This design comes from an exercise in tuning for a short achievable clock period and few clock cycles on the open sky130 flow, not from production work. RTL that was checked went through simulation tests only; none was proved equivalent to the original. No activity file was given, so power comes from the tool's default toggle rates.

==> inputs of branch quartz <==
## mips_pipeline
module mips_pipeline(clk, rst, imem_addr, imem_rdata, dmem_addr, dmem_wdata, dmem_we, dmem_rdata);
clock: 15.0 ns
lec_check: 0
abc_clock_period_in_ps: 4000
cap_margin: 20
core_margin: 2
core_utilization: 65
cts_cluster_diameter: 80
cts_cluster_size: 30
place_density: 0.75
slew_margin: 20
standard.sh (not shown) runs the stock make flow with config.mk's settings and CLKGATE_MAP_FILE= SYNTH_SCRIPT=/design/flow/synth_recipe.tcl, a recipe that flattens the netlist after the stock synthesis.
==> flow/flow/run.sh <==
#!/bin/bash
set -euo pipefail
bash standard.sh SETUP_SLACK_MARGIN=${FLOW_SETUP_MARGIN:-11} finish > standard_flow.log 2>&1
==> branch zinc: changes against branch quartz <==
--- a/flow/design.v
+++ b/flow/design.v
@@ -57,13 +57,17 @@
     output dmem_we;
     input  [31:0] dmem_rdata;
     reg  [31:2] pc;
     reg         id_valid;
     reg  [31:0] id_instr;
     reg  [31:2] id_pc4;
-    reg         id_pred;         
+    reg         id_bp;           
+    reg  [3:0]  btb_v;
+    reg  [31:2] btb_tag [0:3];
+    reg  [31:2] btb_tgt [0:3];
+    reg  [1:0]  btb_ptr;
     reg         ex_we, ex_lw, ex_sw, ex_beq, ex_bne, ex_pred, ex_divu;
     reg  [4:0]  ex_dst;
     reg  [31:0] ex_a, ex_b, ex_t;
     reg         ex_fa_mem, ex_fa_wb, ex_fb_mem, ex_fb_wb, ex_ft_mem, ex_ft_wb;
     reg         ex_op_add, ex_op_sub, ex_op_and, ex_op_or, ex_op_slt, ex_op_sll;
     reg  [31:2] ex_alt;
@@ -73,17 +77,23 @@
     reg         wb_we;
     reg  [4:0]  wb_dst;
     reg  [31:0] wb_val;
     reg  [31:0] rf [1:31];
     wire [31:2] pc4 = pc + 30'd1;
     assign imem_addr = {pc, 2'b00};
-    wire [5:0]  f_op    = imem_rdata[31:26];
-    wire        f_j     = (f_op == 6'd2);
-    wire        f_pred  = ((f_op == 6'd4) | (f_op == 6'd5)) & imem_rdata[15];
-    wire [31:2] f_btgt  = pc4 + {{14{imem_rdata[15]}}, imem_rdata[15:0]};
-    wire [31:2] f_next  = f_j ? {pc4[31:28], imem_rdata[25:0]} : f_pred ? f_btgt : pc4;
+    reg  [3:0]  btb_hit_i;
+    reg  [31:2] btb_pc;
+    integer k;
+    always @(*) begin
+        btb_pc = 30'd0;
+        for (k = 0; k < 4; k = k + 1) begin
+            btb_hit_i[k] = btb_v[k] & (btb_tag[k] == pc);
+            btb_pc = btb_pc | ({30{btb_hit_i[k]}} & btb_tgt[k]);
+        end
+    end
+    wire btb_hit = |btb_hit_i;
     wire [5:0]  op  = id_instr[31:26];
     wire [4:0]  rs  = id_instr[25:21];
     wire [4:0]  rt  = id_instr[20:16];
     wire [4:0]  rd  = id_instr[15:11];
     wire [5:0]  fn  = id_instr[5:0];
     wire [31:0] simm = {{16{id_instr[15]}}, id_instr[15:0]};
@@ -109,25 +119,29 @@
     wire [4:0] dst = wr_rd ? rd : rt;
     wire id_we   = id_valid & (wr_rd | wr_rt) & (dst != 5'd0);
     wire use_rs  = r_alu | r_divu | i_ori | i_lw | i_sw | i_beq | i_bne;
     wire use_rt  = r_alu | r_divu | i_sw | i_beq | i_bne;
     wire use_imm = i_ori | i_lw | i_sw;
     wire is_br   = i_beq | i_bne;
-    wire pred    = id_pred;
+    wire pred    = is_br & id_instr[15];             
     wire [31:0] rf_rs = (rs == 5'd0) ? 32'd0 : (wb_we && wb_dst == rs) ? wb_val : rf[rs];
     wire [31:0] rf_rt = (rt == 5'd0) ? 32'd0 : (wb_we && wb_dst == rt) ? wb_val : rf[rt];
     wire fa_mem = use_rs & ex_we  & (ex_dst  == rs);
     wire fa_wb  = use_rs & mem_we & (mem_dst == rs) & ~fa_mem;
     wire ft_mem = use_rt & ex_we  & (ex_dst  == rt);
     wire ft_wb  = use_rt & mem_we & (mem_dst == rt) & ~ft_mem;
     wire        div_busy;
     wire [31:0] hi, lo;
     wire load_use = ex_lw & ((use_rs & ex_dst == rs) | (use_rt & ex_dst == rt));
     wire div_wait = (r_mfhi | r_mflo) & (div_busy | ex_divu);
     wire stall    = id_valid & (load_use | div_wait);
     wire [31:2] br_target = id_pc4 + simm[29:0];
+    wire [31:2] id_target = i_j ? {id_pc4[31:28], id_instr[25:0]} : br_target;
+    wire id_taken    = i_j | pred;
+    wire id_redirect = id_valid & (id_taken ^ id_bp);
+    wire [31:2] id_next = id_bp ? id_pc4 : id_target;
     wire [31:0] a = ex_fa_mem ? mem_res : ex_fa_wb ? wb_val : ex_a;
     wire [31:0] b = ex_fb_mem ? mem_res : ex_fb_wb ? wb_val : ex_b;
     wire [31:0] t = ex_ft_mem ? mem_res : ex_ft_wb ? wb_val : ex_t;
     wire [31:0] sum  = a + b;
     wire [31:0] diff = a - b;
     wire [31:0] shl  = a << b[4:0];
@@ -148,21 +162,35 @@
         if (rst)
             pc <= 30'd0;
         else if (mispredict)
             pc <= ex_alt;
         else if (stall)
             pc <= pc;
+        else if (id_redirect)
+            pc <= id_next;
+        else if (btb_hit)
+            pc <= btb_pc;
         else
-            pc <= f_next;
-        if (rst || mispredict)
+            pc <= pc4;
+        if (rst) begin
+            btb_v   <= 4'd0;
+            btb_ptr <= 2'd0;
+        end
+        else if (id_redirect && id_taken && !stall && !mispredict) begin
+            btb_v[btb_ptr]   <= 1'b1;
+            btb_tag[btb_ptr] <= id_pc4 - 30'd1;
+            btb_tgt[btb_ptr] <= id_target;
+            btb_ptr          <= btb_ptr + 2'd1;
+        end
+        if (rst || mispredict || (id_redirect && !stall))
             id_valid <= 1'b0;
         else if (!stall) begin
             id_valid <= 1'b1;
             id_instr <= imem_rdata;
             id_pc4   <= pc4;
-            id_pred  <= f_pred;
+            id_bp    <= btb_hit;
         end
         if (rst || mispredict || stall || !id_valid) begin
             ex_we <= 1'b0; ex_lw <= 1'b0; ex_sw <= 1'b0;
             ex_beq <= 1'b0; ex_bne <= 1'b0; ex_divu <= 1'b0;
         end
         else begin
==> flow/config.mk (replaced) <==
export PLATFORM = sky130hd
export DESIGN_NAME = mips_pipeline
export DESIGN_NICKNAME = mips_pipeline
export VERILOG_FILES = /design/flow/design.v
export SDC_FILE = /design/flow/constraint.sdc
export NUM_CORES = 4
export LEC_CHECK = 0
export ABC_CLOCK_PERIOD_IN_PS = 4000
export CAP_MARGIN = 20
export CORE_MARGIN = 2
export CORE_UTILIZATION = 40
export PLACE_DENSITY = 0.6
export SLEW_MARGIN = 20
==> comparison <==
Branch zinc finished with timing, DRC and antenna clean. Branch quartz completed with no timing, DRC or antenna violations. Between branch quartz and branch zinc, the lower via count is in branch quartz (gap about 7%, measured against branch zinc). Worst setup slack: branch zinc is higher than branch quartz (0.65 ns). Between branch quartz and branch zinc, the lower worst hold slack is in branch zinc (gap 0.013 ns). In branch zinc the sequential share of layout area is lower than in branch quartz, by 0.31 points. In branch zinc the total power is larger than in branch quartz, by about 43%. Of branch quartz and branch zinc, branch quartz has the higher utilization (gap 26 points). Between branch zinc and branch quartz, the lower global-route usage is in branch zinc (gap 17 points).
==> figures <==
| quantity | branch zinc | branch quartz |
|---|---|---|
| Met2 routing resource usage after global routing | 43.8% | 67.9% |
| Setup clock skew after layout | 0.0768 ns | 0.0860 ns |
| Grt met3 use | 4.58% | 10.1% |
| Vias post-DR | 65787 | 61379 |
| Capturing element type of the critical path | primary output | register |
| Clock tree sinks | 1737 | 1491 |
| Number of antenna violations at the first check in global routing | 10 | 9 |
| Final net count | 7705 | 6937 |
| TritonCTS Buffers | 184 | 76 |
| Status | no timing/DRC/antenna violations | no timing/DRC/antenna violations |
| Post-layout min period | 4.42 ns | 5.07 ns |
| Worst hold path startpoint | mem_dst[3]$_DFF_P_ | mem_dst[2]$_DFF_P_ |
| DRC marker count from the first detailed-route iteration | 8412 | 8990 |
| Max Clk Rate | 226 MHz | 197 MHz |
| Worst Setup Start Kind | register | input pin |
Testbench counts of branch zinc, summed over its fixed seeds: cycles 134,033.
Only the layout flow was run in branch quartz; the RTL was not checked for function there.

## static timing again, ports no longer ideal
Ports are ideal in the flow. The routed layouts listed here were re-timed in OpenROAD. Step 1: set_driving_cell puts a clkbuf_16 on clk and a buf_2 on each other input, an assumption about the parent block. Step 2 times the ports against the registers' clock, not the clock port: input delays grow and output delays shrink by t, the midpoint of the rising clock arrivals with the driver on. Slacks: ideal / step 1 / step 2; pairs: ideal / step 1.
run | t (ns) | setup slack, ns | hold slack, ns | clock arrival spread, ns | slew at the worst register clock pin (ns)
branch quartz | 0.800 | 9.927 / 9.972 / 9.172 | 0.405 / 0.405 / 0.405 | 0.088 / 0.088 | 0.12 / 0.12
branch zinc | 0.919 | 10.581 / 10.494 / 10.175 | 0.391 / 0.391 / 0.391 | 0.094 / 0.094 | 0.07 / 0.07
After both steps every run listed still meets setup and hold. For branch quartz, which loses most, drivers alone change the setup slack by +0.045 ns; drivers and shift together by -0.755 ns.
